Background: an optimization exercise with open tools, aiming at small area, a short achievable clock period and few clock cycles per item. Do not read the settings as production practice. Only simulation tests tie the RTL to the original design; equivalence was not proved. No activity file was given, so power comes from the tool's default toggle rates.

==> flow/design.v (outline; a module is shown in full before it is edited, if it fits) <==
// module fir_sop: 3005 lines
// module FA: 4 lines
// module DEC: 5 lines
// module SEL3: 3 lines
// module SEL2: 3 lines
// module PG: 4 lines
// module BLK: 4 lines
// module GRY: 3 lines
// module fir_top: 60 lines
module fir_top (
    input         clk,
    input         rst,
    input         coef_we,
    input  [2:0]  coef_addr,
    input  [15:0] coef_data,
    input         x_valid,
    output        x_ready,
    input  [15:0] x_in,
    output        y_valid,
    output [31:0] y
);
  // ...
==> flow/flow/run.sh <==
#!/bin/bash
# Standard layout (the standard.sh, unchanged synthesis), with two
# changes to how it is made:
#  - ports are buffered with buf_2 instead of the default port buffer cell;
set -euo pipefail
MARGIN=25.4
bash standard.sh \
  "BUFFER_PORTS_ARGS=-buffer_cell sky130_fd_sc_hd__buf_2" \
  "SETUP_SLACK_MARGIN=$MARGIN" \
  "SKIP_GATE_CLONING=1" \
  finish > standard_flow.log 2>&1
==> flow/standard.sh <==
#!/bin/bash
# synth_recipe.tcl (not shown) runs the flow's synth.tcl, then flattens the netlist and writes it again
# the make line also repeats each setting of config.mk as NAME=value (left out here)
make -C /OpenROAD-flow-scripts/flow DESIGN_CONFIG=/design/flow/config.mk WORK_HOME=/design/flow/orfs CLKGATE_MAP_FILE= SYNTH_SCRIPT=/design/flow/synth_recipe.tcl "${@:-finish}"
==> flow/config.mk <==
export PLATFORM = sky130hd
export DESIGN_NAME = fir_top
export DESIGN_NICKNAME = fir_top
export VERILOG_FILES = /design/flow/design.v
export SDC_FILE = /design/flow/constraint.sdc
export NUM_CORES = 4
export LEC_CHECK = 0
export CAP_MARGIN = 20
export CELL_PAD_IN_SITES_DETAIL_PLACEMENT = 1
export CELL_PAD_IN_SITES_GLOBAL_PLACEMENT = 1
export CORE_MARGIN = 2
export CORE_UTILIZATION = 40
export PLACE_DENSITY = 0.45
export SLEW_MARGIN = 20
export SYNTH_HIERARCHICAL = 1
export SYNTH_MINIMUM_KEEP_SIZE = 0
==> flow/constraint.sdc <==
create_clock -name core_clock -period 33.0 [get_ports {clk}]
set_input_delay 6.6000 -clock core_clock [delete_from_list [all_inputs] [get_ports {clk}]]
set_output_delay 6.6000 -clock core_clock [all_outputs]
set_load 0.01 [all_outputs]
==> results.yml, run 1 <==
power_and_ir_drop:
  clock_net_power_uw: 480
  peakVddDrop_v: 0.0002827
  clkPwrFrac: 0.122
die:
  rows: 104
  core_mm2: 0.08016
  n_tap_cell: 1060
grt:
  grt_use_met3: 0.1258
  grt_pass1_vias: 29693
  grt_max_degree: 53
  grt_pass1_wl_um: 231300
finish:
  fin_util: 0.4517
  clkCellAreaFrac: 0.03967
  layout_common_cells: "fa_1 (686), a222oi_1 (600), edfxtp_1 (165)"
  largest_reg_flops: 32
  diodes: 4
sta:
  rsz0062_at_grt: "true"
  whs_ns: 0.5442
  fin_worst_skew_ns: 0.03218
  final_hold_viol_count: 0
route:
  vias: 28117
  firstDrtPassIters: 14
  wl_per_cell_um: 46.46
  wl_met2_um: 70620
yosys:
  synth_xor_area_frac: 0.007597
  synth_area_leaders: "fa_1 (43%), a222oi_1 (19%), edfxtp_1 (15%)"
  yosysTopAreaCell: "fa_1"
  synth_warnings: 7
hold_path:
  hold_class: "reg2reg"
  hp-start: "x4[13]"
clocking:
  cts_buffer_depth: 3
  numCtsBuffers: 41
run_status:
  outcome: "complete, no violations"
setup_path:
  cp.arrival_ns: 1.03
  path_class: "reg2out"
  cp_data_required_time_ns: 26.40
  start_kind: "flop"
  reg2reg_from: "x0[10]"
place:
  dp_hpwl_um: 127300
Testbench counts, summed over its fixed seeds: cycles 8,256, items 8,192.
==> run 2: changes to the inputs <==
==> flow/config.mk (replaced) <==
export PLATFORM = sky130hd
export DESIGN_NAME = fir_top
export DESIGN_NICKNAME = fir_top
export VERILOG_FILES = /design/flow/design.v
export SDC_FILE = /design/flow/constraint.sdc
export NUM_CORES = 4
export LEC_CHECK = 0
export CAP_MARGIN = 20
export CORE_MARGIN = 2
export CORE_UTILIZATION = 40
export SLEW_MARGIN = 20
export SYNTH_HIERARCHICAL = 1
export SYNTH_MINIMUM_KEEP_SIZE = 0
==> results.yml, run 2 <==
yosys:
  synth_xor_area_frac: 0.007597
  synth_warnings: 7
  synth_top_family_by_area: "adder cells"
  synth_area_leaders: "fa_1 (43%), a222oi_1 (19%), edfxtp_1 (15%)"
  yosysTopAreaCell: "fa_1"
  yosys.area_share.adder: 0.4409
  synth_mux_area_frac: 0.02089
  synth-compound-area-share: 0.2248
  ys.flop_type: "edfxtp_1"
  synth-edff-count: 165
  syn_inst: 2280
  syn_area_mm2: 0.03228
  synth_async_sr_flop_share: 0
  synth_cell_type_count: 56
  yosys-top-cells-count: "fa_1 (686), a222oi_1 (600), edfxtp_1 (165)"
  syn_area_per_cell_um2: 14.16
  ys_seq_area_frac: 0.2372
  synthSimpleGateAreaFrac: 0.06233
  yosys.area.top_type_share: 0.4254
  ys_ff_latch: 300
  yosysMostFrequentCell: "fa_1"
place:
  routabilityCongestion: 1.045
  numPortBuffers: 71
  dp_hpwl_um: 121000
  pre_cts_ws_ns: 25.72
hold_path:
  hold_class: "reg2reg"
route:
  drc_errors: 0
  firstDrtPassIters: 15
  wl_per_cell_um: 44.47
  ant_nets: 0
  vias_per_cell: 7.896
  vias: 28094
  drt_first_iter_violations: 9288
  wl_um: 158200
sta:
  final.setup.tns_ns: 0
  finalMaxSlewViolations: 0
  rsz0062_at_grt: "true"
  fin_worst_skew_ns: 0.02760
  tightest_slew_ns: 1.272
  post-route-period-util: 0.2306
  final_hold_viol_count: 0
  timing.fmax_mhz: 131.4
  finalWorstPathRequiredPeriod_ns: 7.610
  setup_viol: 0
  maxSlewHeadroom: 0.1483
  final.setup.worst_slack_ns: 25.39
finish:
  layout_common_cells: "fa_1 (686), a222oi_1 (600), edfxtp_1 (165)"
  largest_reg_flops: 32
  regArea_mm2: 0.007681
  diodes: 0
  drive_gt1_frac: 0.1473
  nets: 3234
  multi_input_comb_area_mm2: 0.02460
  max_flop_register: "y_r"
  layout_commonest_cell: "fa_1"
  fillers: 7311
  areaGrowthSynthToFinish_pct: 11.36
setup_path:
  cp.arrival_ns: 1.01
  cp-end-kind: "output port"
  crit_chain: "buf_6"
  start_kind: "flop"
  path_class: "reg2out"
  cpMaxStageDelayCell: "dfxtp_2"
  cpPeakStageDelay_ns: 0.32
  crit_buf_inv: 1
  worstPathMaxFanout: 1
  cpLargestDelayFamily: "flip-flops"
  cp_data_required_time_ns: 26.40
die:
  rows: 104
  die_h_um: 288.1
  io_pins: 73
  dieArea_mm2: 0.08299
  core_mm2: 0.08016
  start_util: 0.4027
  die_w_um: 288.1
clocking:
  clock_latency_ns: 0.60
  postCtsSetupRepairBufs: 0
  path_clk_slew_ns: 0.06
  clock-root-buffer: "clkbuf_16"
  cts_tree: "done"
  numCtsBuffers: 37
  cts_buffer_depth: 3
  htreeDepth: 2
  cts.sinks: 300
  ctsHoldBuffers: 0
grt:
  track_usage: 0.3778
  grt_max_degree: 68
  grt_pass1_vias: 28124
  grt_pass1_wl_um: 221600
  antenna_found_initial: 4
  overflow: 0
power_and_ir_drop:
  peakVddDrop_v: 0.0001696
  leakagePower_nw: 9.499
  p_per_area_mw_per_mm2: 104.6
run:
  maxCapViolCount: 0
run_status:
  outcome: "complete, no violations"
[run 2: cell counts after synthesis]
Identical to the previous run, type by type.
[run 2: per-module statistics from Yosys (local to each module, per instance)]
module / times used / cells inside
SEL3: 600 / 1
FA: 685 / 1
fir_top: 1 / 607
DEC: 40 / 3
BLK: 29 / 2
GRY: 23 / 1
PG: 24 / 1
fir_sop: 1 / 123
SEL2: 40 / 1
[run 2: final timing paths]
| check | from | to | slack (ns) | depth (start not counted) |
|---|---|---|---|---|
| max | y_r[31] | y[31] | 25.39 | 1 |
| min | x4[1] | x4[1] | 0.55 | 2 |
| max reg2reg | h0[0] | y_r[26] | 25.62 | 17 |
| min reg2reg | x4[1] | x4[1] | 0.55 | 2 |
[run 2: cells by family (layout without fill, tap and decap cells)]
family          after synthesis  after routing
other cells                   2             28
flops                       300            300
compound gates              742            742
simple gates                368            368
mux                          67             67
buf+inv                      47            239
fa+ha+maj                   726            726
xor+xnor                     28             28
[run 2: metrics by stage]
stage,utilization,instance area (um^2),power [mW],hold slack [ns],std cells
3_3_place_gp,0.4318,34610,3.257,0.5071,3490
3_5_place_dp,0.4319,34620,3.291,0.5342,3490
6_report,0.4484,35950,3.759,0.5515,3558
4_1_cts,0.4477,35890,3.723,0.5481,3558
2_1_floorplan,-,32380,2.504,0.4915,2306
5_1_grt,0.4484,35950,4.005,0.5759,3558
[run 2: area by class of cell]
| type | count | area share |
|---|---|---|
| clock buffers | 53 | 0.03000 |
| inverters | 18 | 0.001880 |
| clock inverters | 15 | 0.003898 |
| well taps | 1060 | 0.03690 |
| repair buffers | 153 | 0.02927 |
| multi-input cells | 1959 | 0.6844 |
| flip-flops and latches | 300 | 0.2137 |
[run 2: per-layer routing]
layer	vias up	global-route usage	wire length (um)
li1	10112	-	-
met5	-	0.002326	13
met2	2888	0.5493	66730
met1	14487	0.4910	56450
met4	2	0.1639	9459
met3	605	0.1619	25590
[run 2: what timing repair did]
action / 4_1_cts / 5_1_grt
endpoints found under the setup margin: 33 / 33
endpoints found under the hold margin: 0 / 0
resized for setup: 12 / 14
[run 2: report_power, final]
group,internal (mW),total (mW),switching [mW]
combinational,1.26,2.73,1.47
sequential,0.499,0.611,0.112
clock,0.238,0.421,0.183
==> run 3: changes to the inputs <==
==> flow/flow/run.sh (replaced) <==
#!/bin/bash
# Standard layout (the standard.sh, unchanged synthesis), with these
# changes to how it is made:
#  - ports are buffered with buf_2 instead of the default port buffer cell;
#  - global routing leaves more of met1 free (flow/fastroute.tcl).
# Each tool's output is in orfs/logs/; make's own output is in
# standard_flow.log.
set -euo pipefail
MARGIN=25.4
bash standard.sh \
  "BUFFER_PORTS_ARGS=-buffer_cell sky130_fd_sc_hd__buf_2" \
  "SETUP_SLACK_MARGIN=$MARGIN" \
  "SKIP_GATE_CLONING=1" \
  "FASTROUTE_TCL=$PWD/flow/fastroute.tcl" \
  finish > standard_flow.log 2>&1
==> flow/flow/fastroute.tcl (new file) <==
# Global routing setup: as the platform's fastroute.tcl, but met1 keeps
# more of its capacity free (the cell pins crowd it), so global routes
# move up to met2/met3 and the detailed router has fewer met1 conflicts.
set_global_routing_layer_adjustment met1 0.5
set_global_routing_layer_adjustment met2-met5 0.2

set_routing_layers -clock met3-met5
set_routing_layers -signal met1-met5
--- a/flow/config.mk
+++ b/flow/config.mk
@@ -6,8 +6,13 @@
 export NUM_CORES = 4
 export LEC_CHECK = 0
 export CAP_MARGIN = 20
+export CELL_PAD_IN_SITES_DETAIL_PLACEMENT = 1
+export CELL_PAD_IN_SITES_GLOBAL_PLACEMENT = 1
 export CORE_MARGIN = 2
 export CORE_UTILIZATION = 40
+export CTS_CLUSTER_DIAMETER = 80
+export CTS_CLUSTER_SIZE = 25
+export PLACE_DENSITY = 0.45
 export SLEW_MARGIN = 20
 export SYNTH_HIERARCHICAL = 1
 export SYNTH_MINIMUM_KEEP_SIZE = 0
==> results.yml, run 3 <==
sta:
  final.setup.worst_slack_ns: 25.32
  finalWorstPathRequiredPeriod_ns: 7.675
  finalMaxSlewViolations: 0
  final_hold_viol_count: 0
  fin_worst_skew_ns: 0.02514
  timing.fmax_mhz: 130.3
  rsz0062_at_grt: "true"
  post-route-period-util: 0.2326
  whs_ns: 0.5645
  final.setup.tns_ns: 0
  maxSlewHeadroom: 0.1997
  setup_viol: 0
  tightest_slew_ns: 1.200
setup_path:
  cpMaxStageDelayCell: "dfxtp_1"
  cpPeakStageDelay_ns: 0.31
  cp.arrival_ns: 1.08
  path_class: "reg2out"
  crit_chain: "buf_2"
  cp_data_required_time_ns: 26.40
  worst-r2r-cell-count: 17
  cpLargestDelayFamily: "flip-flops"
  crit_buf_inv: 1
  cp.depth: 1
  worstPathMaxFanout: 1
  cp-end-kind: "output port"
  start_kind: "flop"
yosys:
  synth_cell_type_count: 56
  syn_area_mm2: 0.03228
  ys_seq_area_frac: 0.2372
  ys.flop_type: "edfxtp_1"
  synth_warnings: 7
  syn_inst: 2280
  yosys.area.top_type_share: 0.4254
  yosysTopAreaCell: "fa_1"
  yosys-top-cells-count: "fa_1 (686), a222oi_1 (600), edfxtp_1 (165)"
  synth_async_sr_flop_share: 0
  syn_area_per_cell_um2: 14.16
  synth_area_leaders: "fa_1 (43%), a222oi_1 (19%), edfxtp_1 (15%)"
  ys_ff_latch: 300
  synth-edff-count: 165
  yosysMostFrequentCell: "fa_1"
finish:
  fin_cells: 3548
  fillers: 8092
  layout_commonest_cell: "fa_1"
  largest_reg_flops: 32
  layout_common_cells: "fa_1 (686), a222oi_1 (600), edfxtp_1 (165)"
  max_flop_register: "y_r"
  drive_gt1_frac: 0.1508
  areaGrowthSynthToFinish_pct: 11.12
  nets: 3230
route:
  wl_per_cell_um: 47.54
  drc_errors: 0
  drt_first_iter_violations: 5291
  vias_per_cell: 7.866
  wl_um: 168700
  vias: 27908
  firstDrtPassIters: 13
  ant_nets: 0
run_status:
  outcome: "complete, no violations"
clocking:
  ctsHoldBuffers: 0
  cts_tree: "done"
  htreeDepth: 1
  clock-root-buffer: "clkbuf_16"
  clock_latency_ns: 0.64
  path_clk_slew_ns: 0.10
  cts.sinks: 300
  numCtsBuffers: 27
  cts_buffer_depth: 3
die:
  dieArea_mm2: 0.08299
  die_h_um: 288.1
  io_pins: 73
  rows: 104
  start_util: 0.4027
  die_w_um: 288.1
  core_mm2: 0.08016
power_and_ir_drop:
  total_power_mw: 3.905
  peakVddDrop_v: 0.0003955
  p_per_area_mw_per_mm2: 108.9
  leakagePower_nw: 9.460
grt:
  met2_usage: 0.5885
  grt_max_degree: 71
  busiest_layer: "met1"
  grt_use_met3: 0.2842
  overflow: 0
  grt_pass1_vias: 31795
  use_met1: 0.6496
  track_usage: 0.4648
  grt_pass1_wl_um: 235900
  antenna_found_initial: 6
place:
  dp.cells: 3493
  numPortBuffers: 71
  dp_hpwl_um: 128100
  routabilityCongestion: 1.018
  pre_cts_ws_ns: 25.21
run:
  maxCapViolCount: 0
hold_path:
  hold_class: "reg2reg"
  whs_path_depth: 2
-- run 3: cell count changes in the layout (fill, tap and decap cells not counted), sizes merged, moves of 2 or more --
| cell | before | now |
|---|---|---|
| clkinv | 10 | 6 |
| diode | 0 | 2 |
| clkbuf | 53 | 31 |
| inv | 21 | 31 |
| buf | 153 | 159 |
-- run 3: cell families (layout without fill, tap and decap cells) --
group / Yosys count / count (layout) / synth area share
AOI/OAI and AO/OA: 742 / 742 / 0.2248
adders and majority gates: 726 / 726 / 0.4409
and+or+nand+nor: 368 / 368 / 0.06233
DFF: 300 / 300 / 0.2372
muxes: 67 / 67 / 0.02089
buffers and inverters: 47 / 227 / 0.006008
xor gates and xnor gates: 28 / 28 / 0.007597
other: 2 / 30 / 0.0002327
-- run 3: final timing paths --
| path | start | end | slack [ns] |
|---|---|---|---|
| setup / recovery | v2 | y_valid | 25.32 |
| hold / removal | x4[3] | x4[3] | 0.56 |
| setup reg to reg | x2[1] | y_r[30] | 25.41 |
| hold reg to reg | x4[3] | x4[3] | 0.56 |
-- run 3: area by class of cell --
type	count	area, um^2	area share
clock inverters	19	304.0	0.008477
diodes	2	5.005	0.0001395
repair buffers	159	1110	0.03094
inverters	18	67.56	0.001884
well taps	1060	1326	0.03698
flip-flops and latches	300	7686	0.2143
clock buffers	31	733.2	0.02044
multi-input cells	1959	24640	0.6869
-- run 3: per-layer routing --
metal	up-vias	routed length, um
met5	-	228
met4	10	15560
met3	666	26590
met2	2747	71230
met1	14384	55060
li1	10101	-
-- run 3: repair_timing --
| item | 4_1_cts | 5_1_grt |
|---|---|---|
| setup buffers | 0 | 3 |
| resized for setup | 11 | 29 |
| setup endpoints to repair | 42 | 41 |
| pin swaps | 0 | 0 |
-- run 3: report_power, final --
group	switching [mW]	total, mW	internal [mW]	leakage, nW
Combinational	1.63	2.92	1.29	6.24
Clock	0.197	0.375	0.178	0.501
Sequential	0.110	0.608	0.498	2.72
-- run 3: through the flow --
step,util,cell area [um^2]
5_1_grt,0.4474,35860
6_report,0.4475,35870
3_3_place_gp,0.4321,34630
4_1_cts,0.4456,35720
2_1_floorplan,-,32380
3_5_place_dp,0.4322,34640
-- run 3: per-module statistics from Yosys (local to each module, per instance) --
module   cells  flops+latches
PG           1              0
FA           1              0
GRY          1              0
fir_top    607            300
DEC          3              0
BLK          2              0
SEL2         1              0
fir_sop    123              0
SEL3         1              0
==> run 4: changes to the inputs <==
==> flow/flow/run.sh (replaced) <==
#!/bin/bash
# Standard layout (the standard.sh, unchanged synthesis), with these
# changes to how it is made:
#  - ports are buffered with buf_2 instead of the default port buffer cell;
#  - global routing leaves more of met1 free (flow/fastroute.tcl);
#  - clock tree synthesis as ORFS runs it, but without dummy loads.
# Each tool's output is in orfs/logs/; make's own output is in
# standard_flow.log.
set -euo pipefail
MARGIN=25.4
bash standard.sh \
  "BUFFER_PORTS_ARGS=-buffer_cell sky130_fd_sc_hd__buf_2" \
  "SETUP_SLACK_MARGIN=$MARGIN" \
  "SKIP_GATE_CLONING=1" \
  "FASTROUTE_TCL=$PWD/flow/fastroute.tcl" \
  "CTS_ARGS=-sink_clustering_enable -repair_clock_nets -dont_use_dummy_load" \
  finish > standard_flow.log 2>&1
==> flow/config.mk (replaced) <==
export PLATFORM = sky130hd
export DESIGN_NAME = fir_top
export DESIGN_NICKNAME = fir_top
export VERILOG_FILES = /design/flow/design.v
export SDC_FILE = /design/flow/constraint.sdc
export NUM_CORES = 4
export LEC_CHECK = 0
export CAP_MARGIN = 20
export CORE_MARGIN = 2
export CORE_UTILIZATION = 40
export SLEW_MARGIN = 20
export SYNTH_HIERARCHICAL = 1
export SYNTH_MINIMUM_KEEP_SIZE = 0
==> results.yml, run 4 <==
setup_path:
  worst-r2r-cell-count: 17
  reg2reg_from: "x3[10]"
  cp_data_required_time_ns: 26.40
  r2r_setup_slack_ns: 25.46
  cpMaxStageDelayCell: "dfxtp_2"
  crit_chain: "buf_6"
  start_kind: "flop"
  path_class: "reg2out"
  reg2reg_to: "y_r[28]"
  cp.depth: 1
  cp.arrival_ns: 1.01
  cpPeakStageDelay_ns: 0.32
  worstPathMaxFanout: 1
  cp-end-kind: "output port"
  crit_end: "y[1]"
  crit_path_start: "y_r[1]"
  cpLargestDelayFamily: "flip-flops"
  crit_buf_inv: 1
clocking:
  ctsHoldBuffers: 0
  htreeDepth: 2
  path_clk_slew_ns: 0.06
  numCtsBuffers: 37
  clock-root-buffer: "clkbuf_16"
  clock_latency_ns: 0.59
  cts_buffer_depth: 3
  cts_tree: "done"
  cts.sinks: 300
yosys:
  synth_async_sr_flop_share: 0
  syn_inst: 2280
  yosys.area.top_type_share: 0.4254
  synth_cell_type_count: 56
  ys_seq_area_frac: 0.2372
  yosysTopAreaCell: "fa_1"
  yosysMostFrequentCell: "fa_1"
  syn_area_per_cell_um2: 14.16
  synth-edff-count: 165
  ys.flop_type: "edfxtp_1"
  synth_warnings: 7
  yosys-top-cells-count: "fa_1 (686), a222oi_1 (600), edfxtp_1 (165)"
  syn_area_mm2: 0.03228
  ys_ff_latch: 300
  synth_area_leaders: "fa_1 (43%), a222oi_1 (19%), edfxtp_1 (15%)"
sta:
  rsz0062_at_grt: "true"
  setup_viol: 0
  final.setup.worst_slack_ns: 25.39
  final_hold_viol_count: 0
  post-route-period-util: 0.2307
  finalMaxSlewViolations: 0
  timing.fmax_mhz: 131.3
  finalWorstPathRequiredPeriod_ns: 7.614
  maxSlewHeadroom: 0.2060
  fin_worst_skew_ns: 0.04092
  final.setup.tns_ns: 0
  tightest_slew_ns: 1.191
route:
  ant_nets: 0
  wl_per_cell_um: 45.84
  wl_um: 162200
  vias_per_cell: 7.702
  drt_first_iter_violations: 5738
  drc_errors: 0
  vias: 27248
  firstDrtPassIters: 17
place:
  pre_cts_ws_ns: 25.29
  routabilityCongestion: 1.024
  place_area_mm2: 0.03468
  numPortBuffers: 71
  dp_hpwl_um: 125400
run_status:
  outcome: "complete, no violations"
finish:
  largest_reg_flops: 32
  areaGrowthSynthToFinish_pct: 10.76
  fin_util: 0.4460
  design_area_mm2: 0.03575
  drive_gt1_frac: 0.1478
  max_flop_register: "y_r"
  layout_common_cells: "fa_1 (686), a222oi_1 (600), edfxtp_1 (165)"
  nets: 3244
  layout_commonest_cell: "fa_1"
power_and_ir_drop:
  peakVddDrop_v: 0.0002208
  leakagePower_nw: 9.410
  p_per_area_mw_per_mm2: 104.5
grt:
  overflow: 0
  grt_max_degree: 74
  grt_pass1_vias: 29468
  track_usage: 0.4460
  antenna_found_initial: 3
  grt_pass1_wl_um: 227200
run:
  maxCapViolCount: 0
die:
  rows: 104
  start_util: 0.4027
  core_mm2: 0.08016
  io_pins: 73
  die_h_um: 288.1
  die_w_um: 288.1
  dieArea_mm2: 0.08299
hold_path:
  hold_class: "reg2reg"
run 4: changes by cell type in the layout (fill, tap and decap cells not counted), sizes merged:
cell and delta:
clkinv -6, buf +4, diode -1, clkbuf +6, inv -13
run 4: per-layer routing:
layer / wire length [um] / share of wire / GRT usage / up-vias
met2: 69110 / 0.43 / 0.5734 / 2648
li1: - / - / - / 10093
met1: 53700 / 0.33 / 0.6406 / 14001
met4: 9883 / 0.061 / 0.1913 / 10
met3: 29270 / 0.18 / 0.3082 / 496
met5: 209 / 0.0013 / 0.01802 / -
run 4: area by class of cell:
class | instances | area (um^2)
Inverter | 18 | 67.56
Tap cell | 1060 | 1326
Antenna cell | 1 | 2.502
Fill cell | 7349 | 44410
Clock buffer | 37 | 925.9
Sequential cell | 300 | 7677
Timing Repair Buffer | 163 | 1106
Multi-Input combinational cell | 1959 | 24650
run 4: logic make-up (layout without fill, tap and decap cells):
group                      Yosys count  after routing  share of synthesized area
muxes                               67             67                    0.02089
AOI/OAI and AO/OA                  742            742                     0.2248
xor gates and xnor gates            28             28                   0.007597
and+or+nand+nor                    368            368                    0.06233
other                                2             29                  0.0002327
adders and majority gates          726            726                     0.4409
DFF                                300            300                     0.2372
buffers and inverters               47            218                   0.006008
run 4: timing repair:
item	4_1_cts	5_1_grt
setup endpoints to repair	25	30
setup buffers	0	4
resized for setup	3	21
run 4: report_power, final:
| part | internal (mW) | switching (mW) | total [mW] |
|---|---|---|---|
| clock network | 0.196 | 0.162 | 0.358 |
| registers | 0.498 | 0.0967 | 0.595 |
| logic | 1.27 | 1.51 | 2.78 |
run 4: worst min path at each step:
stage	start	cells after the start	end	slack (ns)
global placement	x4[3]	2	x4[3]	0.51
detailed placement	x4[7]	2	x4[7]	0.53
finish	x4[7]	2	x4[7]	0.54
global route	x0[5]	2	x1[5]	0.59
CTS	x4[7]	2	x4[7]	0.55
floorplan	x4[15]	2	x4[15]	0.49
run 4: worst register-to-register path: stages, from the launching register on:
cell and delay [ns]:
dfxtp_1 0.58, and2b_2 0.49, a222oi_1 0.76, fa_1 0.58, fa_1 0.49, fa_1 0.53, fa_1 0.44, fa_1 0.52
fa_1 0.41, fa_1 0.56, fa_1 0.44, ha_1 0.33, a21o_1 0.20, a21o_1 0.19, a21o_1 0.16, a21o_1 0.34
a21o_1 0.26, xnor2_1 0.12
run 4: per-module statistics from Yosys (local to each module, per instance):
module,copies in the design,cells,area [um^2]
SEL3,600,1,10.01
fir_top,1,607,9693
SEL2,40,1,12.51
GRY,23,1,7.507
PG,24,1,12.51
FA,685,1,20.02
BLK,29,2,13.76
fir_sop,1,123,594.3
DEC,40,3,22.52
run 4: metrics by stage:
stage	power (mW)	hold WS (ns)	instances
finish	3.735	0.5439	3538
global route	4.011	0.5903	3537
floorplan	2.504	0.4915	2306
global placement	3.271	0.5069	3495
CTS	3.703	0.5497	3533
detailed placement	3.332	0.5337	3496

## port drivers added, routing unchanged
Ports are ideal in the flow. The routed layouts listed here were re-timed in OpenROAD.
Step 1, drivers: a clkbuf_16 drives clk and a buf_2 each remaining input, both assumed.
Step 2 adds t to the input delays and takes it off the output delays; t is the mean of the earliest and latest rising clock arrival at the registers after step 1. Input paths then give back, and output paths get back, about the clock's delay inside the block.
Three values: ideal ports, drivers, drivers and shift; two values: the first two.
| run | shift t [ns] | setup slack, ns | slew at the worst register clock pin (ns) |
|---|---|---|---|
| run 1 | 0.659 | 25.372 / 25.302 / 25.512 | 0.06 / 0.06 |
| run 2 | 0.657 | 25.390 / 25.315 / 25.618 | 0.08 / 0.08 |
| run 3 | 0.701 | 25.325 / 25.252 / 25.405 | 0.10 / 0.10 |
| run 4 | 0.641 | 25.386 / 25.310 / 25.462 | 0.07 / 0.07 |
After both steps every run listed still meets setup and hold.
